Source: an optimization exercise on an open RTL-to-GDS flow (aim: small area and a short achievable clock period). Production flows keep margins and buffers that such runs may drop. RTL that was checked went through simulation tests only; none was proved equivalent to the original. For runs 1 and 6 to 8, only the layout was checked, not whether the RTL still works. No activity file was given, so power comes from the tool's default toggle rates.

**flow/design.v**
```verilog
module ADDER_TREE #(parameter DATA_IN_WIDTH = 8, DATA_OUT_WIDTH = 16)
  (clk, rst_n, ena, data_in1, data_in2, data_out, done, pipe);
  input clk, rst_n, ena;
  input [DATA_IN_WIDTH - 1:0] data_in1, data_in2;
  output [DATA_OUT_WIDTH:0] data_out;
  output done;
  output [6:0] pipe;
  reg        done;
  reg [6:0]  pipe;
  function [8:0] bpp;
    input [7:0] a;
    input [2:0] bits;    
    reg one, two;
    begin
      one = bits[1] ^ bits[0];
      two = (bits[2] & ~bits[1] & ~bits[0]) | (~bits[2] & bits[1] & bits[0]);
      bpp = (({9{one}} & {a[7], a}) | ({9{two}} & {a, 1'b0})) ^ {9{bits[2]}};
    end
  endfunction
  reg [7:0] a1, b1;
  always @(posedge clk)
    if (ena) begin
      a1 <= data_in1;
      b1 <= data_in2;
    end
  wire [8:0]  pp0 = bpp(a1, {b1[1:0], 1'b0});
  wire [8:0]  pp1 = bpp(a1, b1[3:1]);
  wire [11:0] s2  = {{3{pp0[8]}}, pp0} + {{1{pp1[8]}}, pp1, 1'b0, b1[1]};
  reg  [11:0] x2;
  reg  [7:0]  a2;
  reg  [7:3]  b2;
  always @(posedge clk) begin
    x2 <= s2;
    a2 <= a1;
    b2 <= b1[7:3];
  end
  wire [8:0]  pp2 = bpp(a2, b2[5:3]);
  wire [13:0] s3  = {{2{x2[11]}}, x2} + {{{1{pp2[8]}}, pp2, 1'b0, b2[3]}, 2'b0};
  reg  [13:0] x3;
  reg  [7:0]  a3;
  reg  [7:5]  b3;
  always @(posedge clk) begin
    x3 <= s3;
    a3 <= a2;
    b3 <= b2[7:5];
  end
  wire [8:0]  pp3 = bpp(a3, b3[7:5]);
  wire [15:0] s4  = {{2{x3[13]}}, x3} + {{{1{pp3[8]}}, pp3, 1'b0, b3[5]}, 4'b0};
  reg  [15:0] x4;
  reg  [7:0]  a4;
  reg         b4;
  always @(posedge clk) begin
    x4 <= s4;
    a4 <= a3;
    b4 <= b3[7];
  end
  wire [15:0] s5 = x4 + {a4 & {8{b4}}, 1'b0, b4, 6'b0};
  reg  [15:0] x5, x6, x7;
  always @(posedge clk) begin
    x5 <= s5;
    x6 <= x5;
    x7 <= x6;
  end
  reg [15:0] p8;
  always @(posedge clk or negedge rst_n) begin
    if (!rst_n) begin
      pipe <= 7'b0;
      done <= 1'b0;
      p8   <= 16'b0;
    end else begin
      pipe <= {pipe[5:0], pipe[0] | ena};
      done <= pipe[6];
      p8   <= x7 & {16{pipe[6]}};
    end
  end
  assign data_out = {p8[15], p8};
endmodule
```
**flow/flow/run.sh**
```bash
#!/bin/bash
# The standard layout (standard.sh), with plain buffers on the ports instead
# of the delay cells buffer_ports picks by default.
set -euo pipefail
export BUFFER_PORTS_ARGS="-buffer_cell sky130_fd_sc_hd__buf_2"
bash standard.sh > standard_make.log 2>&1
```
**flow/standard.sh**
```bash
#!/bin/bash
# synth_recipe.tcl (not shown) runs the flow's synth.tcl, then flattens the netlist and writes it again
# the make line also repeats each setting of config.mk as NAME=value (left out here)
make -C /OpenROAD-flow-scripts/flow DESIGN_CONFIG=/design/flow/config.mk WORK_HOME=/design/flow/orfs CLKGATE_MAP_FILE= SYNTH_SCRIPT=/design/flow/synth_recipe.tcl "${@:-finish}"
```
**flow/config.mk**
```make
export PLATFORM = sky130hd
export DESIGN_NAME = ADDER_TREE
export DESIGN_NICKNAME = ADDER_TREE
export VERILOG_FILES = /design/flow/design.v
export SDC_FILE = /design/flow/constraint.sdc
export NUM_CORES = 4
export LEC_CHECK = 0
export ABC_CLOCK_PERIOD_IN_PS = 1500
export CAP_MARGIN = 20
export CORE_MARGIN = 2
export CORE_UTILIZATION = 40
export CTS_BUF_LIST = sky130_fd_sc_hd__clkbuf_4 sky130_fd_sc_hd__clkbuf_8
export SETUP_SLACK_MARGIN = 2.2
export SLEW_MARGIN = 20
```
**flow/constraint.sdc**
```tcl
create_clock -name core_clock -period 4.0 [get_ports {clk}]
set_input_delay 0.8000 -clock core_clock [delete_from_list [all_inputs] [get_ports {clk}]]
set_output_delay 0.8000 -clock core_clock [all_outputs]
set_load 0.01 [all_outputs]
```
==> results.toml, run 1 <==
[run_status]
outcome = "complete, no violations"

[timing]
fin_skew_ns = 0.01524
fin_hold_ws_ns = 0.3120
fmax_mhz = 397.0
setup_tns_ns = 0
period_share = 0.6297
hold_viol = 0
worst_slew_pin_slew_ns = 0.5159
grt_setup_unrepaired = "yes"
slew_headroom = 0.6561
finalSetupViolCount = 0
maxSlewViolCount = 0
period_minus_slack_ns = 2.519

[floorplanning]
start_util = 0.4080
rows = 47
dieWidth_um = 134.1
pin_count = 44
die_area_mm2 = 0.01797
core_mm2 = 0.01658
die_h_um = 134.1

[worst_setup_path]
arrival_ns = 2.86
crit_family = "compound AO/OA/AOI/OAI gates"
cp_slowest_cell = "edfxtp_1"
worstSetupPathType = "flop to flop"
startpoint_type = "flop"
cp.required_ns = 4.34
crit_path_cell_trace = "buf_4 > xor2_2 > nand2_1 > xnor2_1 > ha_1 > a211o_1 > a21oi_2 > nor2b_1 > o41a_1 > xor2_1"
critPathMaxFanout = 5
slowest_delay_ns = 0.46
startpoint = "b1[1]"
r2r-start = "b1[1]"
r2r_end = "x2[8]"
worst_setup_path_end_kind = "flop"
r2r_cells = 10
reg2reg_setup_slack_ns = 1.48
path_buf_inv = 1

[route]
via_per_inst = 5.027
dr.pass1.iters = 4
drt_first_iter_violations = 195
wl_per_cell_um = 14.27
drc = 0
dr_total_vias = 5102
ant_nets = 0
routed_wl_mm = 14.49

[clocking]
htree_levels = 4
numClockSinks = 163
cts_root_buffer = "clkbuf_8"
cts_tree = "built"
hold_buffers = 0
cts.clk_slew.worst_paths_ns = 0.09
cts_made_buffers = 17
worstSkewPairLatency_ns = 0.45
cts.path.max_buffers = 2

[synth]
synth_top_cell_by_area = "dfxtp_1"
yosysSeqAreaShare = 0.5237
synth-edff-count = 16
async_flop_share = 0.1472
synth.ff_latch_count = 163
synth_cell_types = 56
syn_inst = 663
synth_nets = 724
yosys.area.top_type_share = 0.3639
synthesis.area_mm2 = 0.006766
netlist_top_cells_area = "dfxtp_1 (36%), dfrtp_1 (8.9%), ha_1 (7.8%)"
yosysWarningCount = 1
ys.flop_type = "dfxtp_1"
synth.avg_cell_area_um2 = 10.21

[power_and_ir_drop]
p_per_area_mw_per_mm2 = 703.8
ir_drop_v = 0.0003140
cellLeakagePower_uw = 0.003697

[placed_design]
routabilityCongestion = 0.7789
io_buffer_count = 43
dp_cells = 895
hpwlAfterDp_mm = 8.558

[job]
cap_violations = 0

[worst_hold_path]
hold_path_class = "input port to asynchronous set/reset pin"

[cells_and_area]
nNetsFinal = 843
final_cells = 1015
final_common_cell = "dfxtp_1"
fillerInstances = 1476
syn_to_final_growth_pct = 30.77
drive_gt1_frac = 0.3572
fin_util = 0.5336
final_cell_mix = "dfxtp_1 (116), nand2_1 (69), buf_4 (69)"
diodes = 0

[global_routing]
antenna_found_initial = 0
grt_start_max_net_pins = 25
grt_pass1_vias = 5051
track_usage = 0.1622
grt_first_pass_wirelength_mm = 23.14
grt_overflow = 0
[synthesized netlist by cell type (2+ instances only)]
| cell | n |
|---|---|
| buf_2 | 13 |
| a211oi_1 | 5 |
| a221oi_1 | 3 |
| xnor2_1 | 32 |
| a21oi_2 | 2 |
| a21o_1 | 14 |
| o21ai_0 | 48 |
| o21ai_1 | 2 |
| nor2_1 | 34 |
| a21oi_1 | 53 |
| ha_1 | 42 |
| a21o_2 | 2 |
| nor2b_1 | 8 |
| a31oi_2 | 2 |
| dfrtp_1 | 24 |
| a31oi_1 | 5 |
| nand3_1 | 9 |
| nand2_1 | 71 |
| o21ai_2 | 2 |
| o22ai_1 | 20 |
| clkbuf_1 | 19 |
| o21a_1 | 3 |
| edfxtp_1 | 16 |
| and3_1 | 2 |
| inv_1 | 13 |
| a211oi_2 | 2 |
| dfxtp_1 | 123 |
| maj3_1 | 23 |
| nor3_1 | 6 |
| xor2_1 | 15 |
| and2_1 | 23 |
| nand4_1 | 3 |
[layer usage]
layer / GRT usage / part of all wire / routed length, um / vias up
met5: 0 / 0 / 0 / -
met4: 0.07076 / 0.024 / 352 / 0
met3: 0.04611 / 0.035 / 509 / 26
met2: 0.3066 / 0.55 / 7965 / 93
met1: 0.1659 / 0.39 / 5662 / 2416
li1: - / - / - / 2567
[flip-flops by register name, indices dropped and copies added (netlist names)]
signal  flops
x2         12
x5         16
x7         16
x3         14
a1          8
pipe        7
a3          8
done        1
b2          5
x4         16
b1          8
a4          8
p8         16
b3          3
x6         16
b4          1
a2          8
[metrics by stage]
| step | instance area, um^2 | setup WS [ns] | total power (uW) |
|---|---|---|---|
| after floorplan | 6970 | 1.625 | 3945 |
| final | 8848 | 1.481 | 6228 |
| after CTS | 8489 | 1.552 | 5952 |
| after global placement | 7237 | 1.097 | 4250 |
| after global routing | 8848 | 1.414 | 6650 |
| after detailed placement | 7237 | 1.025 | 4311 |
[what timing repair did]
action	4_1_cts	5_1_grt
hold endpoints to repair	0	0
cloned	1	0
setup buffers	68	19
pin swaps	52	42
gates resized for setup	85	53
setup endpoints to repair	41	55
[logic make-up (layout without fill, tap and decap cells)]
family / Yosys count / in the layout / share of synthesized area
XOR/XNOR: 47 / 47 / 0.06084
multiplexers: 1 / 1 / 0.001479
AND/OR/NAND/NOR: 161 / 161 / 0.1084
flip-flops: 163 / 163 / 0.5237
buffers and inverters: 47 / 179 / 0.02903
adder cells (fa/ha/maj): 65 / 65 / 0.1117
AO/OA/AOI/OAI: 179 / 179 / 0.1649
[final cells by class]
type                    instances  area, um^2  area share
clock inverters                11       90.09     0.01018
inverters                      13       48.80    0.005515
repair buffers                134        1022      0.1155
flip-flops and latches        163        3571      0.4036
well taps                     220       275.3     0.03111
clock buffers                  21       276.5     0.03125
multi-input cells             453        3565      0.4029
[worst max path at each step]
stage / slack [ns] / end / cells past startpoint
4_1_cts: 1.55 / x2[8] / 10
3_3_place_gp: 1.10 / x2[8] / 9
6_report: 1.48 / x2[8] / 10
3_5_place_dp: 1.02 / x2[8] / 9
5_1_grt: 1.41 / x2[8] / 10
2_1_floorplan: 1.63 / x2[10] / 10
[where the power goes]
part / leakage (uW) / switching (uW) / internal, uW
Clock: 0.000187 / 615 / 490
Combinational: 0.00206 / 1260 / 1410
Sequential: 0.00145 / 219 / 2240
Total: 0.00370 / 2090 / 4130
[worst reg2reg max path: cells and delay by family (launching register included)]
| kind | cells | cell delay, ns |
|---|---|---|
| buffers and inverters | 1 | 0.18 |
| AOI/OAI and AO/OA | 3 | 0.86 |
| DFF | 1 | 0.46 |
| adders and majority gates | 1 | 0.29 |
| xor gates and xnor gates | 3 | 0.46 |
| and+or+nand+nor | 2 | 0.17 |
==> inputs of run 2 (changes only) <==
==> flow/design.v (replaced) <==
module ADDER_TREE #(parameter DATA_IN_WIDTH = 8, DATA_OUT_WIDTH = 16)
  (clk, rst_n, ena, data_in1, data_in2, data_out, done, pipe);
  input clk, rst_n, ena;
  input [DATA_IN_WIDTH - 1:0] data_in1, data_in2;
  output [DATA_OUT_WIDTH:0] data_out;
  output done;
  output [6:0] pipe;
  reg        done;
  reg [6:0]  pipe;
  reg [7:0] a1, b1;
  always @(posedge clk)
    if (ena) begin
      a1 <= data_in1;
      b1 <= data_in2;
    end
  wire [8:0] r0 = {a1[7], a1} & {9{b1[0]}};
  wire [8:0] r1 = {a1[7], a1} & {9{b1[1]}};
  reg  [9:0]  x2;
  reg  [7:0]  a2;
  reg  [7:2]  b2;
  always @(posedge clk) begin
    x2 <= {r0[8], r0} + {r1, 1'b0};
    a2 <= a1;
    b2 <= b1[7:2];
  end
  wire [8:0] r2 = {a2[7], a2} & {9{b2[2]}};
  reg  [10:0] x3;
  reg  [7:0]  a3;
  reg  [7:3]  b3;
  always @(posedge clk) begin
    x3 <= {x2[9], x2} + {r2, 2'b0};
    a3 <= a2;
    b3 <= b2[7:3];
  end
  wire [8:0] r3 = {a3[7], a3} & {9{b3[3]}};
  reg  [11:0] x4;
  reg  [7:0]  a4;
  reg  [7:4]  b4;
  always @(posedge clk) begin
    x4 <= {x3[10], x3} + {r3, 3'b0};
    a4 <= a3;
    b4 <= b3[7:4];
  end
  wire [8:0] r4 = {a4[7], a4} & {9{b4[4]}};
  reg  [12:0] x5;
  reg  [7:0]  a5;
  reg  [7:5]  b5;
  always @(posedge clk) begin
    x5 <= {x4[11], x4} + {r4, 4'b0};
    a5 <= a4;
    b5 <= b4[7:5];
  end
  wire [8:0] r5 = {a5[7], a5} & {9{b5[5]}};
  reg  [13:0] x6;
  reg  [7:0]  a6;
  reg  [7:6]  b6;
  always @(posedge clk) begin
    x6 <= {x5[12], x5} + {r5, 5'b0};
    a6 <= a5;
    b6 <= b5[7:6];
  end
  wire [8:0] r6 = {a6[7], a6} & {9{b6[6]}};
  reg  [14:0] x7;
  reg  [7:0]  a7;
  reg         b7;
  always @(posedge clk) begin
    x7 <= {x6[13], x6} + {r6, 6'b0};
    a7 <= a6;
    b7 <= b6[7];
  end
  wire [15:0] x8 = {x7[14], x7} + {a7[7] & b7, a7 & {8{b7}}, 7'b0};
  reg [15:0] p8;
  always @(posedge clk or negedge rst_n) begin
    if (!rst_n) begin
      pipe <= 7'b0;
      done <= 1'b0;
      p8   <= 16'b0;
    end else begin
      pipe <= {pipe[5:0], pipe[0] | ena};
      done <= pipe[6];
      p8   <= x8 & {16{pipe[6]}};
    end
  end
  assign data_out = {p8[15], p8};
endmodule
--- a/flow/config.mk
+++ b/flow/config.mk
@@ -5,10 +5,8 @@
 export SDC_FILE = /design/flow/constraint.sdc
 export NUM_CORES = 4
 export LEC_CHECK = 0
-export ABC_CLOCK_PERIOD_IN_PS = 1500
 export CAP_MARGIN = 20
 export CORE_MARGIN = 2
 export CORE_UTILIZATION = 40
 export CTS_BUF_LIST = sky130_fd_sc_hd__clkbuf_4 sky130_fd_sc_hd__clkbuf_8
-export SETUP_SLACK_MARGIN = 2.2
 export SLEW_MARGIN = 20
==> run 2 against run 1 <==
Net effect: hold slack improved by 0.0066 ns; count of clock-buffer cells in the layout fell by 1; critical endpoint is now pipe[6]; sequential share of layout area rose by 12 points; core utilization fell by 7.4 points.
==> results.toml, run 2 <==
[worst_setup_path]
path_buf_inv = 1
startpoint_type = "flop"
cp_slowest_cell = "dfrtp_1"
slowest_delay_ns = 0.81
critPathMaxFanout = 27
arrival_ns = 1.51
cp.required_ns = 3.20
reg2reg_setup_slack_ns = 1.95
crit_family = "flip-flops"
worst_setup_path_end_kind = "primary output"
worstSetupPathType = "flop to primary output"
crit_path_cell_trace = "buf_2"

[synth]
yosys-top-cells-count = "dfxtp_1 (144), and2_1 (82), ha_1 (56)"
synth.avg_cell_area_um2 = 12.40
synthesis.area_mm2 = 0.006649
syn_inst = 536
async_flop_share = 0.1304
yosysWarningCount = 1
ys.flop_type = "dfxtp_1"
synth_cell_types = 39
yosysSeqAreaShare = 0.5962
yosysMostFrequentCell = "dfxtp_1"
synth.ff_latch_count = 184
yosys.area.top_type_share = 0.4336
synth-edff-count = 16
netlist_top_cells_area = "dfxtp_1 (43%), ha_1 (11%), dfrtp_1 (9.0%)"
synth_top_cell_by_area = "dfxtp_1"
synth_nets = 618

[timing]
period_share = 0.5781
fin_skew_ns = 0.01006
slew_headroom = 0.5221
grt_setup_unrepaired = "no"
period_minus_slack_ns = 2.312
fmax_mhz = 432.5
maxSlewViolCount = 0
finalSetupViolCount = 0
worst_slew_pin_slew_ns = 0.7168
setup_ws_ns = 1.688
setup_tns_ns = 0
hold_viol = 0

[floorplanning]
pin_count = 44
start_util = 0.4052
rows = 47
die_h_um = 132.9
dieWidth_um = 132.9
die_area_mm2 = 0.01767
core_mm2 = 0.01641

[cells_and_area]
syn_to_final_growth_pct = 13.38
largest_register_ffs = 16
nNetsFinal = 677
drive_gt1_frac = 0.1431
final_cell_mix = "dfxtp_1 (144), and2_1 (82), ha_1 (56)"
final_common_cell = "dfxtp_1"
diodes = 0
final_cells = 828
regMostFlops = "p8"
largestRegisters = "p8 (16), x7 (15), x6 (14)"

[global_routing]
grt_pass1_vias = 4102
grt_overflow = 0
track_usage = 0.1324
grt_start_max_net_pins = 28
antenna_found_initial = 0
grt_first_pass_wirelength_mm = 18.32

[route]
wl_met1_mm = 4.102
drt_first_iter_violations = 160
via_per_inst = 4.795
wl_met3_um = 416
dr_total_vias = 3970
wl_per_cell_um = 12.79
routed_wl_mm = 10.59
drc = 0
dr.pass1.iters = 5
ant_nets = 0
dr.max_layer_used = "met4"
wl_met2_mm = 5.583

[clocking]
hold_buffers = 0
cts.clk_slew.worst_paths_ns = 0.09
cts.path.max_buffers = 2
numClockSinks = 184
htree_levels = 4
cts_setup_buffers = 0
cts.repair.resized = 0
cts_root_buffer = "clkbuf_8"
cts_made_buffers = 17
worstSkewPairLatency_ns = 0.45
cts_tree = "built"

[power_and_ir_drop]
p_per_area_mw_per_mm2 = 691.7
cellLeakagePower_uw = 0.003258
ir_drop_v = 0.0004018

[worst_hold_path]
hold_path_class = "input port to asynchronous set/reset pin"

[run_status]
outcome = "complete, no violations"

[job]
cap_violations = 0

[placed_design]
pre_cts_slack_ns = 1.952
hpwlAfterDp_mm = 7.934
dp_cells = 796
io_buffer_count = 43
routabilityCongestion = 0.8306
==> run 2: cell types whose count changed after synthesis, moves of 21 or more <==
cell | previous run | this run
and2_1 | 23 | 82
dfxtp_1 | 123 | 144
a21oi_1 | 53 | 32
nor2_1 | 34 | 13
maj3_1 | 23 | 0
o21ai_0 | 48 | 20
nand2_1 | 71 | 12
==> run 2: stage by stage <==
stage / total power (uW) / utilization / hold slack [ns] / cell area, um^2
after global routing: 5603 / 0.4595 / 0.3339 / 7538
after detailed placement: 3994 / 0.4342 / 0.3121 / 7124
after CTS: 5285 / 0.4595 / 0.3085 / 7538
final: 5214 / 0.4595 / 0.3186 / 7538
after global placement: 3957 / 0.4342 / 0.3106 / 7124
after floorplan: 3628 / - / 0.3096 / 6649
==> run 2: cells by family after synthesis <==
group	share of synthesized area
adders and majority gates	0.1265
and+or+nand+nor	0.1091
buffers and inverters	0.007341
AOI/OAI and AO/OA	0.1201
xor gates and xnor gates	0.04084
DFF	0.5962
==> run 2: cell type report <==
cell class	count	area, um^2
inverter	9	33.78
clock buffer	20	262.8
fill	1515	8869
sequential	184	3964
timing repair buffer	43	215.2
clock inverter	12	151.4
multi-input combinational	340	2636
tap	220	275.3
==> run 2: report_power, final <==
part,switching [uW],internal [uW]
sequential,159,2320
combinational,774,687
clock,625,647
==> run 2: path summary, 6_finish.rpt <==
path	start	endpoint	depth (start not counted)
min in group core_clock	x3[1]	x4[1]	0
max in group asynchronous	rst_n	p8[12]	1
setup / recovery	pipe[6]	pipe[6]	1
hold reg to reg	x3[1]	x4[1]	0
hold / removal	rst_n	pipe[6]	1
setup reg to reg	b1[1]	x2[9]	7
==> run 2: per-layer routing <==
layer / track usage / up-vias
li1: - / 2005
met1: 0.1303 / 1851
met2: 0.2412 / 81
met3: 0.04291 / 33
met4: 0.07945 / 0
met5: 0 / -
==> run 2: worst register-to-register path, cell delays in order (launching register included) <==
cell and delay [ns]:
edfxtp_1 0.48, and2_1 0.19, ha_1 0.23, fa_1 0.43
a21oi_1 0.18, o21ai_0 0.11, and2_1 0.19, o22ai_1 0.16
==> inputs of run 3 (changes only) <==
--- a/flow/config.mk
+++ b/flow/config.mk
@@ -9,4 +9,5 @@
 export CORE_MARGIN = 2
 export CORE_UTILIZATION = 40
 export CTS_BUF_LIST = sky130_fd_sc_hd__clkbuf_4 sky130_fd_sc_hd__clkbuf_8
+export SETUP_SLACK_MARGIN = 2.2
 export SLEW_MARGIN = 20
==> run 3 against run 2 <==
Net effect: still clean; final cell count is 2.1% higher; fmax is 24% higher; count of clock-buffer cells in the layout is 2 lower; largest cell class unchanged; largest power group unchanged.
==> results.toml, run 3 <==
[run_status]
outcome = "complete, no violations"

[route]
routed_wl_mm = 10.84
wl_per_cell_um = 12.83
via_per_inst = 4.754
drt_first_iter_violations = 103
dr.pass1.iters = 4
drc = 0
dr_total_vias = 4017
ant_nets = 0

[clocking]
worstSkewPairLatency_ns = 0.45
cts_tree = "built"
cts_made_buffers = 17
cts_root_buffer = "clkbuf_8"
numClockSinks = 184
hold_buffers = 0
cts.path.max_buffers = 2
htree_levels = 4
cts.clk_slew.worst_paths_ns = 0.09

[synth]
ys.flop_type = "dfxtp_1"
synth.ff_latch_count = 184
yosysWarningCount = 1
synth_nets = 618
synth-edff-count = 16
yosysSeqAreaShare = 0.5962
synth_cell_types = 39
yosysMostFrequentCell = "dfxtp_1"
synth.avg_cell_area_um2 = 12.40
syn_inst = 536
yosys.area.top_type_share = 0.4336
synthesis.area_mm2 = 0.006649
netlist_top_cells_area = "dfxtp_1 (43%), ha_1 (11%), dfrtp_1 (9.0%)"
yosys-top-cells-count = "dfxtp_1 (144), and2_1 (82), ha_1 (56)"
synth_top_cell_by_area = "dfxtp_1"
async_flop_share = 0.1304

[worst_setup_path]
reg2reg_setup_slack_ns = 2.13
cp.required_ns = 4.34
worst_setup_path_end_kind = "flop"
startpoint = "b1[0]"
r2r_end = "x2[7]"
worstSetupPathType = "flop to flop"
r2r_cells = 7
arrival_ns = 2.21
critPathMaxFanout = 4
startpoint_type = "flop"
r2r-start = "b1[0]"

[timing]
setup_tns_ns = 0
period_share = 0.4680
fin_hold_ws_ns = 0.3165
fin_skew_ns = 0.009872
fmax_mhz = 534.2
hold_viol = 0
maxSlewViolCount = 0
finalSetupViolCount = 0
period_minus_slack_ns = 1.872
worst_slew_pin_slew_ns = 0.5170
slew_headroom = 0.6553
grt_setup_unrepaired = "yes"

[cells_and_area]
final_cell_mix = "dfxtp_1 (138), and2_1 (70), ha_1 (46)"
syn_to_final_growth_pct = 20.29
nNetsFinal = 694
regMostFlops = "p8"
largest_register_ffs = 16
final_common_cell = "dfxtp_1"
fillerInstances = 1482
diodes = 0
multi_input_area_mm2 = 0.002902
largestRegisters = "p8 (16), x7 (15), x6 (14)"
drive_gt1_frac = 0.2560
seq_area_mm2 = 0.003990

[global_routing]
grt_first_pass_wirelength_mm = 18.17
track_usage = 0.1298
grt_overflow = 0
antenna_found_initial = 0
grt_start_max_net_pins = 25
grt_pass1_vias = 4141

[floorplanning]
die_h_um = 132.9
pin_count = 44
die_area_mm2 = 0.01767
core_mm2 = 0.01641
start_util = 0.4052
dieWidth_um = 132.9
rows = 47

[power_and_ir_drop]
p_sw_frac = 0.3029
intPower_uw = 3817
switchingPower_uw = 1658
cellLeakagePower_uw = 0.003394
p_comb_frac = 0.301
pwr-share-seq = 0.454
clockPowerShare = 0.245
p_per_area_mw_per_mm2 = 684.6
ir_drop_v = 0.0003511

[placed_design]
io_buffer_count = 43
hpwlAfterDp_mm = 7.682
routabilityCongestion = 0.8077

[worst_hold_path]
hold_path_class = "input port to asynchronous set/reset pin"

[job]
cap_violations = 0
==> run 3: cell types whose count changed in the layout (fill, tap and decap cells not counted), moves of 8 or more <==
| cell | previous run | this run |
|---|---|---|
| ha_4 | 0 | 8 |
| buf_4 | 0 | 15 |
| and2_4 | 0 | 12 |
| and2_1 | 82 | 70 |
| ha_1 | 56 | 46 |
| o21ai_0 | 20 | 12 |
| a21oi_1 | 32 | 24 |
==> run 3: layout make-up <==
| cell class | count | area share |
|---|---|---|
| sequential | 184 | 0.4989 |
| multi-input combinational | 340 | 0.3628 |
| inverter | 9 | 0.004224 |
| clock inverter | 14 | 0.02409 |
| tap | 220 | 0.03442 |
| clock buffer | 18 | 0.03098 |
| timing repair buffer | 60 | 0.04459 |
==> run 3: power by group through the flow <==
stage          clock (uW)  combinational, uW  sequential, uW
6_report             1340               1650            2490
5_1_grt              1460               1850            2530
4_1_cts              1390               1530            2480
3_5_place_dp            0               1460            2520
3_3_place_gp            0               1430            2520
2_1_floorplan           0               1110            2520
==> run 3: metal layers <==
layer / up-vias / track usage / part of all wire
met3: 17 / 0.03985 / 0.033
met5: - / 0 / 0
met1: 1899 / 0.1243 / 0.38
met4: 0 / 0.05675 / 0.020
met2: 67 / 0.2524 / 0.56
li1: 2034 / - / -
==> run 3: stage by stage <==
stage | cell area [um^2] | power, uW | setup WS [ns] | utilization | instances
2_1_floorplan | 6651 | 3628 | 2.210 | - | 536
6_report | 7998 | 5476 | 2.128 | 0.4875 | 845
3_3_place_gp | 7127 | 3942 | 2.007 | 0.4344 | 796
5_1_grt | 7998 | 5851 | 2.086 | 0.4875 | 845
4_1_cts | 7765 | 5403 | 2.113 | 0.4733 | 836
3_5_place_dp | 7127 | 3975 | 1.939 | 0.4344 | 796
==> run 3: worst max path at each step <==
stage	endpoint	slack, ns	cells after the start
floorplan	p8[11]	2.21	6
global placement	p8[13]	2.01	7
detailed placement	p8[13]	1.94	7
CTS	pipe[6]	2.11	1
global route	x2[7]	2.09	7
finish	x2[7]	2.13	7
==> run 3: cells by family after synthesis <==
family | synth area share
adders and majority gates | 0.1265
and+or+nand+nor | 0.1091
AOI/OAI and AO/OA | 0.1201
xor gates and xnor gates | 0.04084
DFF | 0.5962
buffers and inverters | 0.007341
==> run 3: worst max-delay path, cell delays in order (launching register included) <==
cell      delay (ns)
edfxtp_1        0.45
and2_4          0.20
ha_4            0.17
fa_2            0.41
a21oi_2         0.16
o21ai_1         0.08
a211oi_1        0.24
nor2_1          0.06
==> run 3: timing repair <==
| item | 4_1_cts | 5_1_grt |
|---|---|---|
| endpoints found under the setup margin | 25 | 44 |
| gates resized for setup | 37 | 45 |
| setup buffers | 8 | 9 |
| pin swaps | 14 | 36 |
==> inputs of run 4 (changes only) <==
--- a/flow/config.mk
+++ b/flow/config.mk
@@ -9,5 +9,5 @@
 export CORE_MARGIN = 2
 export CORE_UTILIZATION = 40
 export CTS_BUF_LIST = sky130_fd_sc_hd__clkbuf_4 sky130_fd_sc_hd__clkbuf_8
-export SETUP_SLACK_MARGIN = 2.2
+export SETUP_SLACK_MARGIN = 1.9
 export SLEW_MARGIN = 20
==> run 4 against run 3 <==
Net effect: wire length shrank 1.1%; flip-flop and latch count stayed put; core utilization decreased by 2.5 points; synthesized area stayed put; hold slack better by 0.0062 ns; largest power group unchanged; still clean on timing, DRC and antenna; clock skew about the same.
==> results.toml, run 4 <==
[run_status]
outcome = "complete, no violations"

[timing]
hold_viol = 0
period_minus_slack_ns = 1.974
fmax_mhz = 506.5
setup_tns_ns = 0
fin_skew_ns = 0.009927
setup_ws_ns = 2.026
grt_setup_unrepaired = "yes"
period_share = 0.4936
maxSlewViolCount = 0
finalSetupViolCount = 0
fin_hold_ws_ns = 0.3227
slew_headroom = 0.6414
worst_slew_pin_slew_ns = 0.5379

[synth]
yosys-top-cells-count = "dfxtp_1 (144), and2_1 (82), ha_1 (56)"
netlist_top_cells_area = "dfxtp_1 (43%), ha_1 (11%), dfrtp_1 (9.0%)"
synth_cell_types = 39
synth-edff-count = 16
synth_nets = 618
yosysSeqAreaShare = 0.5962
syn_inst = 536
yosysMostFrequentCell = "dfxtp_1"
synth.ff_latch_count = 184
yosysWarningCount = 1
yosys.area.top_type_share = 0.4336
ys.flop_type = "dfxtp_1"
async_flop_share = 0.1304
synth.avg_cell_area_um2 = 12.40
synthesis.area_mm2 = 0.006649
synth_top_cell_by_area = "dfxtp_1"

[cells_and_area]
largest_register_ffs = 16
syn_to_final_growth_pct = 14.02
final_cells = 831
largestRegisters = "p8 (16), x7 (15), x6 (14)"
drive_gt1_frac = 0.1555
final_common_cell = "dfxtp_1"
final_cell_mix = "dfxtp_1 (144), and2_1 (82), ha_1 (56)"
postLayoutCellArea_mm2 = 0.007581
regMostFlops = "p8"
diodes = 0
nNetsFinal = 680

[route]
routed_wl_mm = 10.72
dr.pass1.iters = 5
ant_nets = 0
dr_total_vias = 4027
wl_per_cell_um = 12.90
drc = 0
drt_first_iter_violations = 147
via_per_inst = 4.846

[worst_setup_path]
crit_path_cell_trace = "buf_2"
startpoint_type = "flop"
cp_slowest_cell = "dfrtp_4"
r2r-start = "b7"
worstSetupPathType = "flop to primary output"
path_buf_inv = 1
slowest_delay_ns = 0.56
cp.required_ns = 3.20
critPathMaxFanout = 15
arrival_ns = 1.17
startpoint = "pipe[6]"
crit_family = "flip-flops"
worst_setup_path_end_kind = "primary output"

[worst_hold_path]
hold_path_class = "input port to asynchronous set/reset pin"

[clocking]
numClockSinks = 184
cts.path.max_buffers = 2
worstSkewPairLatency_ns = 0.45
htree_levels = 4
cts_made_buffers = 17
hold_buffers = 0
cts_tree = "built"
cts_root_buffer = "clkbuf_8"
cts.clk_slew.worst_paths_ns = 0.09

[floorplanning]
die_area_mm2 = 0.01767
die_h_um = 132.9
start_util = 0.4052
rows = 47
pin_count = 44
dieWidth_um = 132.9
core_mm2 = 0.01641

[power_and_ir_drop]
p_per_area_mw_per_mm2 = 690.5
cellLeakagePower_uw = 0.003272
ir_drop_v = 0.0004034

[placed_design]
dp_cells = 796
io_buffer_count = 43
hpwlAfterDp_mm = 7.934
place_area_mm2 = 0.007124
pre_cts_slack_ns = 1.952
routabilityCongestion = 0.8306

[job]
cap_violations = 0

[global_routing]
grt_pass1_vias = 4111
grt_overflow = 0
antenna_found_initial = 0
grt_start_max_net_pins = 28
track_usage = 0.1324
grt_first_pass_wirelength_mm = 18.32
## run 4: repair_timing
item	in CTS	in global routing
resized for setup	2	4
setup endpoints to repair	1	7
buffers inserted	0	3
## run 4: logic make-up (layout without fill, tap and decap cells)
family | after synthesis | count (layout) | synth area share
XOR/XNOR | 31 | 31 | 0.04084
flip-flops | 184 | 184 | 0.5962
AND/OR/NAND/NOR | 126 | 126 | 0.1091
adder cells (fa/ha/maj) | 63 | 63 | 0.1265
AO/OA/AOI/OAI | 120 | 120 | 0.1201
buffers and inverters | 12 | 87 | 0.007341
## run 4: cell type report
class	count	area [um^2]
fill	1511	8826
sequential	184	3968
multi-input combinational	340	2653
tap	220	275.3
clock buffer	20	262.8
timing repair buffer	46	237.7
clock inverter	12	151.4
inverter	9	33.78
## run 4: where the power goes
part	internal [uW]	switching (uW)
Combinational	693	784
Sequential	2320	159
Clock	647	629
Total	3660	1570
## run 4: through the flow
stage,utilization,total power [uW]
floorplan,-,3628
global placement,0.4342,3957
detailed placement,0.4342,3994
CTS,0.4597,5286
global route,0.4621,5614
finish,0.4621,5234
## run 4: worst paths after layout
check	end	slack [ns]	cells after the start
max	pipe[6]	2.03	1
max reg2reg	p8[13]	2.05	7
min	pipe[0]	0.32	1
min reg2reg	b6[7]	0.33	0
min in group core_clock	b6[7]	0.33	0
max in group asynchronous	pipe[6]	3.28	1
## run 4: layer usage
metal	GRT usage	up-vias	wire length, um
met5	0	-	0
met4	0.08065	0	474
met3	0.04291	31	409
met2	0.2406	93	5648
met1	0.1303	1893	4190
li1	-	2010	-
==> inputs of run 5 (changes only) <==
==> flow/flow/run.sh (replaced) <==
#!/bin/bash
# The standard layout (standard.sh) with three changes to how it is made:
# plain buffers on the ports instead of the delay cells buffer_ports picks
# by default, and clock tree synthesis with larger sink clusters and without
# dummy loads.
set -euo pipefail
export BUFFER_PORTS_ARGS="-buffer_cell sky130_fd_sc_hd__buf_1"
export CTS_ARGS="-sink_clustering_enable -repair_clock_nets -dont_use_dummy_load -buf_list {sky130_fd_sc_hd__clkbuf_8 sky130_fd_sc_hd__clkbuf_16} -sink_clustering_size 30 -sink_clustering_max_diameter 100"
bash standard.sh > standard_make.log 2>&1
==> run 5 against run 4 <==
Net effect: non-clock buffer count unchanged; global-route usage down 0.76 points; worst setup slack worse by 0.037 ns; count of clock-buffer cells in the layout down 3; critical path depth up 6; fmax down 1.8%; critical path type is now flop to flop; highest routed layer unchanged.
==> results.toml, run 5 <==
[synth]
async_flop_share = 0.1304
synth_top_cell_by_area = "dfxtp_1"
yosysMostFrequentCell = "dfxtp_1"
netlist_top_cells_area = "dfxtp_1 (43%), ha_1 (11%), dfrtp_1 (9.0%)"
synth_nets = 618
yosys.area.top_type_share = 0.4336
synth.avg_cell_area_um2 = 12.40
yosys-top-cells-count = "dfxtp_1 (144), and2_1 (82), ha_1 (56)"
synth.ff_latch_count = 184
synth_cell_types = 39
syn_inst = 536
yosysSeqAreaShare = 0.5962
synthesis.area_mm2 = 0.006649
yosysWarningCount = 1
synth-edff-count = 16
ys.flop_type = "dfxtp_1"

[power_and_ir_drop]
p_sw_frac = 0.2870
switchingPower_uw = 1503
cellLeakagePower_uw = 0.003176
p_comb_frac = 0.276
ir_drop_v = 0.0003604
pwr-share-seq = 0.474
intPower_uw = 3735
clockPowerShare = 0.250
p_per_area_mw_per_mm2 = 693.7

[worst_setup_path]
critPathMaxFanout = 4
startpoint_type = "flop"
r2r-start = "b1[1]"
reg2reg_setup_slack_ns = 1.99
arrival_ns = 2.35
cp.required_ns = 4.34
r2r_cells = 7
r2r_end = "x2[8]"
startpoint = "b1[1]"
worstSetupPathType = "flop to flop"
worst_setup_path_end_kind = "flop"

[cells_and_area]
drive_gt1_frac = 0.06711
nNetsFinal = 680
syn_to_final_growth_pct = 13.57
largest_register_ffs = 16
largestRegisters = "p8 (16), x7 (15), x6 (14)"
diodes = 0
regMostFlops = "p8"
fillerInstances = 1467
final_common_cell = "dfxtp_1"
final_cell_mix = "dfxtp_1 (144), and2_1 (82), ha_1 (56)"
final_cells = 816

[route]
drc = 0
drt_first_iter_violations = 141
dr.pass1.iters = 4
ant_nets = 0
via_per_inst = 4.821
routed_wl_mm = 10.11
dr_total_vias = 3934
wl_per_cell_um = 12.39

[worst_hold_path]
hold_path_depth = 0
hold_end = "x7[3]"
hold_path_class = "flop to flop"
worstHoldStart = "x6[3]"

[timing]
fin_skew_ns = 0.01793
period_minus_slack_ns = 2.011
fmax_mhz = 497.2
slew_headroom = 0.3314
finalSetupViolCount = 0
period_share = 0.5028
maxSlewViolCount = 0
hold_viol = 0
worst_slew_pin_slew_ns = 1.003
fin_hold_ws_ns = 0.3132
setup_tns_ns = 0
grt_setup_unrepaired = "yes"

[floorplanning]
pin_count = 44
start_util = 0.4052
dieWidth_um = 132.9
die_area_mm2 = 0.01767
rows = 47
die_h_um = 132.9
core_mm2 = 0.01641

[clocking]
hold_buffers = 0
cts_tree = "built"
cts.clk_slew.worst_paths_ns = 0.07
cts_made_buffers = 17
worstSkewPairLatency_ns = 0.41
numClockSinks = 184
cts_root_buffer = "clkbuf_16"
htree_levels = 4
cts.path.max_buffers = 2

[global_routing]
grt_pass1_vias = 4067
track_usage = 0.1247
grt_first_pass_wirelength_mm = 17.44
grt_overflow = 0
antenna_found_initial = 0
grt_start_max_net_pins = 28

[placed_design]
routabilityCongestion = 0.8044
dp_cells = 797
io_buffer_count = 43
hpwlAfterDp_mm = 7.600

[run_status]
outcome = "complete, no violations"

[job]
cap_violations = 0
## run 5: worst max-delay path by stage
stage	to	slack, ns	depth (start not counted)
after floorplan	x2[7]	2.16	7
after global placement	x2[9]	2.01	7
after detailed placement	x2[9]	1.94	7
after CTS	x2[9]	1.92	7
after global routing	x2[7]	1.87	7
final	x2[8]	1.99	7
## run 5: layout make-up
cell class	count	area (um^2)	share of cell area
inverter	9	33.78	0.004474
multi-input combinational	340	2665	0.3529
tap	220	275.3	0.03645
sequential	184	3968	0.5254
timing repair buffer	46	183.9	0.02436
clock buffer	17	425.4	0.05634
## run 5: worst max-delay path, stage by stage, from the launching register on
cell and delay, ns:
edfxtp_1 0.42, buf_4 0.16, and2_1 0.18, ha_1 0.32, a211oi_1 0.39, o21ai_1 0.13, a21oi_1 0.19, xnor2_1 0.14
## run 5: per-stage QoR
step	util	power (uW)	cell area, um^2	worst slack, ns
global route	0.4602	5603	7551	1.867
finish	0.4602	5238	7551	1.989
global placement	0.4314	3925	7078	2.012
detailed placement	0.4314	3955	7078	1.941
CTS	0.4574	5294	7505	1.919
floorplan	-	3628	6649	2.159
## run 5: kinds of logic (layout without fill, tap and decap cells)
logic type,after synthesis,in the layout,synth area share
DFF,184,184,0.5962
and+or+nand+nor,126,126,0.1091
AOI/OAI and AO/OA,120,120,0.1201
adders and majority gates,63,63,0.1265
xor gates and xnor gates,31,31,0.04084
buffers and inverters,12,72,0.007341
## run 5: per-layer routing
| layer | GRT usage | part of all wire | vias up |
|---|---|---|---|
| met2 | 0.2311 | 0.54 | 71 |
| met3 | 0.04138 | 0.036 | 25 |
| met1 | 0.1224 | 0.39 | 1842 |
| li1 | - | - | 1996 |
| met5 | 0 | 0 | - |
| met4 | 0.06631 | 0.035 | 0 |
## run 5: power by group through the flow
stage | sequential, uW | clock, uW | combinational, uW
2_1_floorplan | 2520 | 0 | 1110
3_3_place_gp | 2520 | 0 | 1400
3_5_place_dp | 2520 | 0 | 1430
4_1_cts | 2490 | 1360 | 1440
5_1_grt | 2530 | 1430 | 1650
6_report | 2480 | 1310 | 1450
## run 5: timing repair
action	in CTS	in global routing
buffers inserted	0	2
endpoints found under the setup margin	1	9
pin swaps	0	1
gates resized for setup	1	8
hold endpoints to repair	0	0
==> inputs of run 6 (changes only) <==
==> flow/design.v (replaced) <==
module ADDER_TREE #(parameter DATA_IN_WIDTH = 8, DATA_OUT_WIDTH = 16)
  (clk, rst_n, ena, data_in1, data_in2, data_out, done, pipe);
  input clk, rst_n, ena;
  input [DATA_IN_WIDTH - 1:0] data_in1, data_in2;
  output [DATA_OUT_WIDTH:0] data_out;
  output done;
  output [6:0] pipe;
  reg        done;
  reg [6:0]  pipe;
  reg [7:0] a1, b1;
  always @(posedge clk)
    if (ena) begin
      a1 <= data_in1;
      b1 <= data_in2;
    end
  wire       s0 = a1[7] & b1[0];
  wire       s1 = a1[7] & b1[1];
  reg  [9:0] x2;
  reg  [7:0] a2;
  reg  [7:2] b2;
  always @(posedge clk) begin
    x2 <= {1'b0, ~s0, s0, a1[6:0] & {7{b1[0]}}}
        + {~s1, a1[6:0] & {7{b1[1]}}, 1'b0};
    a2 <= a1;
    b2 <= b1[7:2];
  end
  reg  [10:0] x3;
  reg  [7:0]  a3;
  reg  [7:3]  b3;
  always @(posedge clk) begin
    x3 <= {1'b0, x2} + {~(a2[7] & b2[2]), a2[6:0] & {7{b2[2]}}, 2'b0};
    a3 <= a2;
    b3 <= b2[7:3];
  end
  reg  [11:0] x4;
  reg  [7:0]  a4;
  reg  [7:4]  b4;
  always @(posedge clk) begin
    x4 <= {1'b0, x3} + {~(a3[7] & b3[3]), a3[6:0] & {7{b3[3]}}, 3'b0};
    a4 <= a3;
    b4 <= b3[7:4];
  end
  reg  [12:0] x5;
  reg  [7:0]  a5;
  reg  [7:5]  b5;
  always @(posedge clk) begin
    x5 <= {1'b0, x4} + {~(a4[7] & b4[4]), a4[6:0] & {7{b4[4]}}, 4'b0};
    a5 <= a4;
    b5 <= b4[7:5];
  end
  reg  [13:0] x6;
  reg  [7:0]  a6;
  reg  [7:6]  b6;
  always @(posedge clk) begin
    x6 <= {1'b0, x5} + {~(a5[7] & b5[5]), a5[6:0] & {7{b5[5]}}, 5'b0};
    a6 <= a5;
    b6 <= b5[7:6];
  end
  reg  [14:0] x7;
  reg  [7:0]  a7;
  reg         b7;
  always @(posedge clk) begin
    x7 <= {1'b0, x6} + {~(a6[7] & b6[6]), a6[6:0] & {7{b6[6]}}, 6'b0};
    a7 <= a6;
    b7 <= b6[7];
  end
  wire [15:0] x8 = ({1'b0, x7} + {~(a7[7] & b7), a7[6:0] & {7{b7}}, 7'b0})
                   ^ 16'h8000;
  reg  [15:0] p8;
  always @(posedge clk or negedge rst_n) begin
    if (!rst_n) begin
      pipe <= 7'b0;
      done <= 1'b0;
      p8   <= 16'b0;
    end else begin
      pipe <= {pipe[5:0], pipe[0] | ena};
      done <= pipe[6];
      p8   <= x8 & {16{pipe[6]}};
    end
  end
  assign data_out = {p8[15], p8};
endmodule
==> run 6 against run 5 <==
Net effect: still clean; worst setup slack worse by 0.052 ns; total power shrank 0.41%; clock power barely moved; final cell count shrank 2.5%; register-to-register slack got worse by 0.05 ns; hold slack barely moved; sequential power barely moved; clock skew is 0.0021 ns lower.
==> results.toml, run 6 <==
[run_status]
outcome = "complete, no violations"

[placed_design]
pre_cts_slack_ns = 1.694
io_buffer_count = 43
routabilityCongestion = 0.8491
hpwlAfterDp_mm = 7.364
place_area_mm2 = 0.006914

[synth]
yosys-top-cells-count = "dfxtp_1 (144), and2_1 (66), ha_1 (56)"
synth.avg_cell_area_um2 = 12.54
ys.flop_type = "dfxtp_1"
yosysMostFrequentCell = "dfxtp_1"
synth-edff-count = 16
muxShareOfSynthArea = 0
yosysWarningCount = 1
yosys.area.top_type_share = 0.4437
synth.ff_latch_count = 184
netlist_top_cells_area = "dfxtp_1 (44%), ha_1 (11%), dfrtp_1 (9.2%)"
synthesis.area_mm2 = 0.006497
synth_top_cell_by_area = "dfxtp_1"
synth_nets = 600
synthXorXnorAreaFrac = 0.04987
syn_inst = 518
synth_top_family_by_area = "adder cells"
synth_compound_area_frac = 0.1038
yosysSeqAreaShare = 0.6101
async_flop_share = 0.1304
synthAdderAreaFrac = 0.1294
synth_cell_types = 37
synth-simple-area-share = 0.09417

[cells_and_area]
final_common_cell = "dfxtp_1"
regMostFlops = "p8"
drive_gt1_frac = 0.09310
fin_util = 0.4708
fillerInstances = 1431
diodes = 0
postLayoutCellArea_mm2 = 0.007478
syn_to_final_growth_pct = 15.10
nNetsFinal = 664
largestRegisters = "p8 (16), x7 (15), x6 (14)"
largest_register_ffs = 16
final_cell_mix = "dfxtp_1 (139), and2_1 (66), ha_1 (55)"

[worst_setup_path]
critPathMaxFanout = 3
crit_family = "compound AO/OA/AOI/OAI gates"
worstSetupPathType = "flop to flop"
cp_slowest_cell = "edfxtp_1"
slowest_delay_ns = 0.40
worst_setup_path_end_kind = "flop"
path_buf_inv = 0
startpoint_type = "flop"
crit_path_cell_trace = "and2_1 > ha_1 > fa_2 > a21oi_2 > o21ai_1 > a2111oi_2 > a21oi_1"
cp.required_ns = 4.29
arrival_ns = 2.35

[route]
drt_first_iter_violations = 149
via_per_inst = 4.704
drc = 0
dr_total_vias = 3744
wl_per_cell_um = 12.36
ant_nets = 0
dr.pass1.iters = 4
routed_wl_mm = 9.838

[timing]
hold_viol = 0
fin_hold_ws_ns = 0.3131
period_minus_slack_ns = 2.063
worst_slew_pin_slew_ns = 1.009
finalSetupViolCount = 0
fin_skew_ns = 0.01584
grt_setup_unrepaired = "yes"
maxSlewViolCount = 0
slew_headroom = 0.3271
fmax_mhz = 484.8
setup_ws_ns = 1.937
setup_tns_ns = 0
period_share = 0.5157

[floorplanning]
die_h_um = 131.5
pin_count = 44
dieWidth_um = 131.5
rows = 46
die_area_mm2 = 0.01728
start_util = 0.4090
core_mm2 = 0.01589

[clocking]
cts.path.max_buffers = 2
cts_root_buffer = "clkbuf_16"
cts.clk_slew.worst_paths_ns = 0.06
cts_made_buffers = 17
worstSkewPairLatency_ns = 0.43
cts_tree = "built"
numClockSinks = 184
htree_levels = 4

[global_routing]
grt_start_max_net_pins = 26
grt_first_pass_wirelength_mm = 17.28
grt_overflow = 0
grt_pass1_vias = 4048
antenna_found_initial = 0
track_usage = 0.1261

[power_and_ir_drop]
p_per_area_mw_per_mm2 = 697.6
ir_drop_v = 0.0003256
cellLeakagePower_uw = 0.003159

[worst_hold_path]
hold_path_class = "flop to flop"

[job]
cap_violations = 0
run 6: cell count changes after synthesis, moves of 7 or more:
| cell | change |
|---|---|
| a211oi_2 | -7 |
| a21o_1 | -7 |
| and2_1 | -16 |
| inv_1 | +9 |
| o21ai_1 | -7 |
| o21bai_1 | +7 |
| o31ai_1 | +13 |
run 6: power breakdown:
group          internal [uW]  switching, uW
clock network            737            579
logic                    664            761
registers               2320            152
total                   3720           1490
run 6: what timing repair did:
action                                  in CTS  in global routing
resized for setup                           14                 27
gates cloned                                 0                  0
hold buffers                                 0                  0
endpoints found under the setup margin       7                 10
buffers inserted                             1                  3
pin swaps                                    6                 10
run 6: layout make-up:
| class | instances | area [um^2] | area share |
|---|---|---|---|
| flip-flops and latches | 184 | 3971 | 0.5310 |
| multi-input cells | 315 | 2552 | 0.3413 |
| clock buffers | 17 | 425.4 | 0.05688 |
| well taps | 216 | 270.3 | 0.03614 |
| repair buffers | 48 | 198.9 | 0.02660 |
| inverters | 16 | 60.06 | 0.008031 |
run 6: kinds of logic (layout without fill, tap and decap cells):
logic type / count (synthesis) / after routing
AOI/OAI and AO/OA: 107 / 107
xor gates and xnor gates: 37 / 37
buffers and inverters: 19 / 81
and+or+nand+nor: 108 / 108
adders and majority gates: 63 / 63
DFF: 184 / 184
run 6: path summary, 6_finish.rpt:
check / depth (start not counted) / from / slack [ns] / to
min: 0 / x3[2] / 0.31 / x4[2]
max reg2reg: 7 / a1[1] / 1.94 / x2[9]
min reg2reg: 0 / x3[2] / 0.31 / x4[2]
max in group asynchronous: 2 / rst_n / 3.39 / pipe[6]
max: 7 / a1[1] / 1.94 / x2[9]
min in group asynchronous: 2 / rst_n / 0.35 / pipe[4]
run 6: metal layers:
metal  track usage  part of all wire
met1        0.1153              0.38
met2        0.2400              0.55
met3       0.04128             0.037
met4       0.07488             0.029
met5             0                 0
run 6: through the flow:
stage	power, uW	instances
after floorplan	3519	518
after global placement	3786	775
after detailed placement	3844	775
after CTS	5218	793
after global routing	5582	796
final	5217	796
==> inputs of run 7 (changes only) <==
==> flow/flow/run.sh (replaced) <==
#!/bin/bash
# The standard layout (standard.sh) with three changes to how it is made:
# plain buffers on the ports instead of the delay cells buffer_ports picks
# by default, and clock tree synthesis with larger sink clusters and without
# dummy loads.
set -euo pipefail
export BUFFER_PORTS_ARGS="-buffer_cell sky130_fd_sc_hd__buf_1"
export CTS_ARGS="-sink_clustering_enable -repair_clock_nets -dont_use_dummy_load -buf_list {sky130_fd_sc_hd__clkbuf_8}"
bash standard.sh > standard_make.log 2>&1
--- a/flow/config.mk
+++ b/flow/config.mk
@@ -7,7 +7,6 @@
 export LEC_CHECK = 0
 export CAP_MARGIN = 20
 export CORE_MARGIN = 2
-export CORE_UTILIZATION = 40
-export CTS_BUF_LIST = sky130_fd_sc_hd__clkbuf_4 sky130_fd_sc_hd__clkbuf_8
+export CORE_UTILIZATION = 60
 export SETUP_SLACK_MARGIN = 1.9
 export SLEW_MARGIN = 20
==> run 7 against run 6 <==
Net effect: register-to-register slack improved by 0.06 ns; combinational power about the same; die area is 32% lower; non-clock buffer count unchanged; final area is 3.5% lower; fmax is 3.1% higher; final cell count is 10% lower; clock skew shrank 0.0063 ns; core utilization grew 22 points; wire length is 2.0% lower; count of clock-buffer cells in the layout unchanged; critical endpoint unchanged; largest cell class unchanged; largest power group unchanged; highest routed layer unchanged.
==> results.toml, run 7 <==
[timing]
grt_setup_unrepaired = "no"
fin_skew_ns = 0.009488
hold_viol = 0
period_share = 0.5001
maxSlewViolCount = 0
worst_slew_pin_slew_ns = 0.4306
setup_tns_ns = 0
fmax_mhz = 499.9
finalSetupViolCount = 0
slew_headroom = 0.7105
period_minus_slack_ns = 2.001

[worst_setup_path]
worst_setup_path_end_kind = "flop"
r2r_cells = 7
startpoint_type = "flop"
critPathMaxFanout = 3
worstSetupPathType = "flop to flop"
cp.required_ns = 4.31
arrival_ns = 2.31

[floorplanning]
pin_count = 44
dieWidth_um = 108.1
rows = 37
start_util = 0.6238
die_area_mm2 = 0.01168
die_h_um = 108.1
core_mm2 = 0.01042

[clocking]
numClockSinks = 184
hold_buffers = 0
worstSkewPairLatency_ns = 0.43
cts_root_buffer = "clkbuf_8"
cts_made_buffers = 17
htree_levels = 4
cts.path.max_buffers = 2
cts_tree = "built"
cts.clk_slew.worst_paths_ns = 0.08

[cells_and_area]
syn_to_final_growth_pct = 11.07
largest_register_ffs = 16
largestRegisters = "p8 (16), x7 (15), x6 (14)"
final_cells = 716
final_cell_mix = "dfxtp_1 (139), and2_1 (66), ha_1 (56)"
drive_gt1_frac = 0.1000
nNetsFinal = 664
diodes = 0
regMostFlops = "p8"
final_common_cell = "dfxtp_1"
fillerInstances = 777

[synth]
synthesis.area_mm2 = 0.006497
yosysSeqAreaShare = 0.6101
synth_nets = 600
yosys.area.top_type_share = 0.4437
ys.flop_type = "dfxtp_1"
synth.ff_latch_count = 184
yosysWarningCount = 1
yosys-top-cells-count = "dfxtp_1 (144), and2_1 (66), ha_1 (56)"
synth_top_cell_by_area = "dfxtp_1"
synth_cell_types = 37
syn_inst = 518
async_flop_share = 0.1304
synth-edff-count = 16
yosysMostFrequentCell = "dfxtp_1"
synth.avg_cell_area_um2 = 12.54
netlist_top_cells_area = "dfxtp_1 (44%), ha_1 (11%), dfrtp_1 (9.2%)"

[route]
drt_first_iter_violations = 169
routed_wl_mm = 9.645
via_per_inst = 5.203
ant_nets = 0
dr_total_vias = 3725
dr.pass1.iters = 4
drc = 0
wl_per_cell_um = 13.47

[global_routing]
grt_first_pass_wirelength_mm = 15.45
grt_use_met1 = 0.1598
use_met3 = 0.05726
antenna_found_initial = 0
grt_start_max_net_pins = 26
grt_overflow = 0
met2_usage = 0.3464
grt-busiest-layer = "met2"
track_usage = 0.1772
grt_pass1_vias = 3726

[worst_hold_path]
hold_path_class = "flop to flop"
hold_path_depth = 0

[power_and_ir_drop]
p_per_area_mw_per_mm2 = 664.0
cellLeakagePower_uw = 0.003082
ir_drop_v = 0.0003523

[placed_design]
dp_cells = 695
hpwlAfterDp_mm = 7.198
io_buffer_count = 43
routabilityCongestion = 0.7582

[job]
cap_violations = 0

[run_status]
outcome = "complete, no violations"
run 7: cell counts after synthesis:
No cell type changed its count.
run 7: per-layer routing:
metal,vias to the layer above,part of all wire
li1,1917,-
met1,1736,0.38
met2,55,0.56
met3,17,0.030
met4,0,0.023
met5,-,0
run 7: cell families (layout without fill, tap and decap cells):
kind of cell / after synthesis / count (layout) / share of synthesized area
flops: 184 / 184 / 0.6101
simple gates: 108 / 108 / 0.09417
buf+inv: 19 / 81 / 0.01271
fa+ha+maj: 63 / 63 / 0.1294
xor+xnor: 37 / 37 / 0.04987
compound gates: 107 / 107 / 0.1038
run 7: path summary, 6_finish.rpt:
path | end | start | slack [ns]
min | x7[3] | x6[3] | 0.32
max reg2reg | x2[9] | b1[1] | 2.00
min reg2reg | x7[3] | x6[3] | 0.32
max in group asynchronous | pipe[6] | rst_n | 3.40
min in group asynchronous | p8[9] | rst_n | 0.34
max | x2[9] | b1[1] | 2.00
run 7: where the power goes:
| group | internal, uW | switching, uW |
|---|---|---|
| clock | 376 | 507 |
| sequential | 2320 | 156 |
| combinational | 666 | 768 |
run 7: timing repair:
action | in CTS | in global routing
setup endpoints to repair | 8 | 11
hold endpoints to repair | 0 | 0
gates resized for setup | 16 | 30
pin swaps | 5 | 8
setup buffers | 1 | 2
run 7: layout make-up:
| cell class | instances | area [um^2] | area share |
|---|---|---|---|
| repair buffers | 48 | 206.4 | 0.02861 |
| flip-flops and latches | 184 | 3974 | 0.5506 |
| multi-input cells | 315 | 2572 | 0.3564 |
| well taps | 136 | 170.2 | 0.02358 |
| clock buffers | 17 | 234.0 | 0.03242 |
| inverters | 16 | 60.06 | 0.008322 |
run 7: stage by stage:
| stage | power, uW | setup WS [ns] | cell area [um^2] | util | hold slack, ns |
|---|---|---|---|---|---|
| after floorplan | 3519 | 1.946 | 6497 | - | 0.3096 |
| after global placement | 3788 | 1.776 | 6814 | 0.6542 | 0.3096 |
| after detailed placement | 3848 | 1.723 | 6814 | 0.6542 | 0.3121 |
| after CTS | 4761 | 1.765 | 7089 | 0.6806 | 0.3180 |
| after global routing | 5121 | 1.879 | 7217 | 0.6929 | 0.3204 |
| final | 4792 | 1.999 | 7217 | 0.6929 | 0.3199 |
run 7: critical path, cell delays in order, from the launching register on:
cell and delay (ns):
edfxtp_1 0.39, and2_1 0.18, ha_1 0.25, fa_2 0.37, a21oi_2 0.15, o21ai_1 0.13
a2111oi_2 0.33, a21oi_1 0.07
==> inputs of run 8 (changes only) <==
--- a/flow/config.mk
+++ b/flow/config.mk
@@ -7,6 +7,6 @@
 export LEC_CHECK = 0
 export CAP_MARGIN = 20
 export CORE_MARGIN = 2
-export CORE_UTILIZATION = 60
+export CORE_UTILIZATION = 40
 export SETUP_SLACK_MARGIN = 1.9
 export SLEW_MARGIN = 20
==> run 8 against run 7 <==
Net effect: final cell count up 11%; first-iteration DRC count down 36%; fmax down 2.7%; global-route usage down 5.4 points; highest routed layer unchanged.
==> results.toml, run 8 <==
[synth]
synth-edff-count = 16
ys.flop_type = "dfxtp_1"
synthesis.area_mm2 = 0.006497
synth_cell_types = 37
yosys.area.top_type_share = 0.4437
netlist_top_cells_area = "dfxtp_1 (44%), ha_1 (11%), dfrtp_1 (9.2%)"
synth.ff_latch_count = 184
synth_top_cell_by_area = "dfxtp_1"
yosysSeqAreaShare = 0.6101
synth.avg_cell_area_um2 = 12.54
yosys-top-cells-count = "dfxtp_1 (144), and2_1 (66), ha_1 (56)"
yosysWarningCount = 1
syn_inst = 518
async_flop_share = 0.1304
synth_nets = 600
yosysMostFrequentCell = "dfxtp_1"

[route]
via_per_inst = 4.711
ant_nets = 0
dr_total_vias = 3745
dr.pass1.iters = 4
drt_first_iter_violations = 109
routed_wl_mm = 9.748
drc = 0
wl_per_cell_um = 12.26

[cells_and_area]
final_cell_mix = "dfxtp_1 (139), and2_1 (66), ha_1 (53)"
largestRegisters = "p8 (16), x7 (15), x6 (14)"
regMostFlops = "p8"
diodes = 0
final_common_cell = "dfxtp_1"
drive_gt1_frac = 0.09499
nNetsFinal = 663
fillerInstances = 1442
largest_register_ffs = 16
syn_to_final_growth_pct = 12.19

[timing]
slew_headroom = 0.3256
period_minus_slack_ns = 2.056
fin_skew_ns = 0.02400
setup_ws_ns = 1.944
setup_tns_ns = 0
finalSetupViolCount = 0
worst_slew_pin_slew_ns = 1.012
hold_viol = 0
maxSlewViolCount = 0
period_share = 0.5140
fin_hold_ws_ns = 0.3099
grt_setup_unrepaired = "yes"
fmax_mhz = 486.4

[worst_setup_path]
r2r_end = "x2[9]"
arrival_ns = 2.37
worst_setup_path_end_kind = "flop"
cp.required_ns = 4.32
startpoint_type = "flop"
critPathMaxFanout = 5
reg2reg_setup_slack_ns = 1.94
r2r-start = "b1[1]"
r2r_cells = 7
worstSetupPathType = "flop to flop"

[placed_design]
io_buffer_count = 43
routabilityCongestion = 0.8491
hpwlAfterDp_mm = 7.364
pre_cts_slack_ns = 1.694

[global_routing]
grt_pass1_vias = 4026
grt_overflow = 0
track_usage = 0.1234
grt_start_max_net_pins = 26
antenna_found_initial = 0
grt_first_pass_wirelength_mm = 16.95

[floorplanning]
rows = 46
die_h_um = 131.5
start_util = 0.4090
die_area_mm2 = 0.01728
pin_count = 44
dieWidth_um = 131.5
core_mm2 = 0.01589

[power_and_ir_drop]
clockPowerShare = 0.188
cellLeakagePower_uw = 0.003064
p_comb_frac = 0.297
pwr-share-seq = 0.515
p_sw_frac = 0.3002
switchingPower_uw = 1441
intPower_uw = 3359
ir_drop_v = 0.0002398
p_per_area_mw_per_mm2 = 658.4

[job]
cap_violations = 0

[clocking]
numClockSinks = 184
cts_root_buffer = "clkbuf_8"
cts.clk_slew.worst_paths_ns = 0.09
htree_levels = 4
cts_made_buffers = 17
cts_tree = "built"
worstSkewPairLatency_ns = 0.46
cts.path.max_buffers = 2

[worst_hold_path]
hold_path_class = "input port to asynchronous set/reset pin"

[run_status]
outcome = "complete, no violations"
run 8: worst max-delay path by stage:
stage               startpoint  endpoint  depth (start not counted)
floorplan                b1[1]     x2[9]                          7
global placement         b1[1]     x2[9]                          7
detailed placement       b1[1]     x2[9]                          7
CTS                      b1[1]     x2[9]                          7
global route             b1[1]     x2[9]                          7
finish                   b1[1]     x2[9]                          7
run 8: power groups by stage:
stage / sequential, uW / combinational, uW / clock (uW)
CTS: 2480 / 1370 / 948
detailed placement: 2510 / 1330 / 0
finish: 2470 / 1420 / 903
global route: 2520 / 1620 / 1020
global placement: 2510 / 1280 / 0
floorplan: 2510 / 1010 / 0
run 8: what timing repair did:
item,in CTS,in global routing
gates resized for setup,17,28
endpoints found under the setup margin,7,10
hold buffers,0,0
pin swaps,6,11
buffers inserted,0,3
run 8: per-stage QoR:
stage	util	power (uW)	instances	instance area, um^2
floorplan	-	3519	518	6497
global placement	0.4353	3786	775	6914
detailed placement	0.4353	3844	775	6914
CTS	0.4523	4796	792	7186
global route	0.4589	5158	795	7289
finish	0.4589	4800	795	7289
run 8: worst max-delay path, cell delays in order, from the launching register on:
cell	delay (ns)
edfxtp_1	0.42
and2_1	0.19
ha_2	0.20
fa_2	0.36
a21oi_2	0.19
o21ai_1	0.12
a2111oi_2	0.38
a21oi_1	0.07
run 8: cell type report:
cell class	count	area (um^2)	area share
multi-input cells	315	2557	0.3508
well taps	216	270.3	0.03708
inverters	16	60.06	0.008239
flip-flops and latches	184	3976	0.5455
repair buffers	47	191.4	0.02626
clock buffers	17	234.0	0.03210
run 8: cells by family (layout without fill, tap and decap cells):
group,after synthesis,after routing,share of synthesized area
AOI/OAI and AO/OA,107,107,0.1038
adders and majority gates,63,63,0.1294
buffers and inverters,19,80,0.01271
DFF,184,184,0.6101
and+or+nand+nor,108,108,0.09417
xor gates and xnor gates,37,37,0.04987
run 8: layer usage:
layer	GRT usage	part of all wire	vias up	routed length (um)
met3	0.04475	0.038	21	368
li1	-	-	1900	-
met2	0.2373	0.55	60	5396
met5	0	0	-	0
met1	0.1116	0.38	1764	3718
met4	0.06401	0.027	0	265

re-timing with driven ports:
No port has a modelled driver above. Below, the same layouts with a new extraction and two added sets of constraints. Step 1 sets driving cells, clkbuf_16 on the clock port and buf_2 on the other inputs (assumed; they add their load-dependent delay and slew). Step 2 also shifts input and output timing later by t, the mid clock arrival at the registers, as if the neighbouring blocks saw the same clock. a / b / c = no drivers / after step 1 / after step 2; a / b = the first two.
run	shift t [ns]	setup WS [ns]	worst slew at a driven data input, ns
run 1	0.481	1.481 / 1.481 / 1.481	0.03
run 2	0.478	1.688 / 1.653 / 1.953	0.03
run 3	0.475	2.128 / 2.116 / 2.128	0.03
run 4	0.477	2.026 / 1.991 / 2.050	0.04
run 5	0.446	1.989 / 1.989 / 1.989	0.04
run 6	0.458	1.937 / 1.937 / 1.937	0.03
run 7	0.466	1.999 / 1.987 / 1.999	0.03
run 8	0.481	1.944 / 1.944 / 1.944	0.03
After both steps every run listed still meets setup and hold.
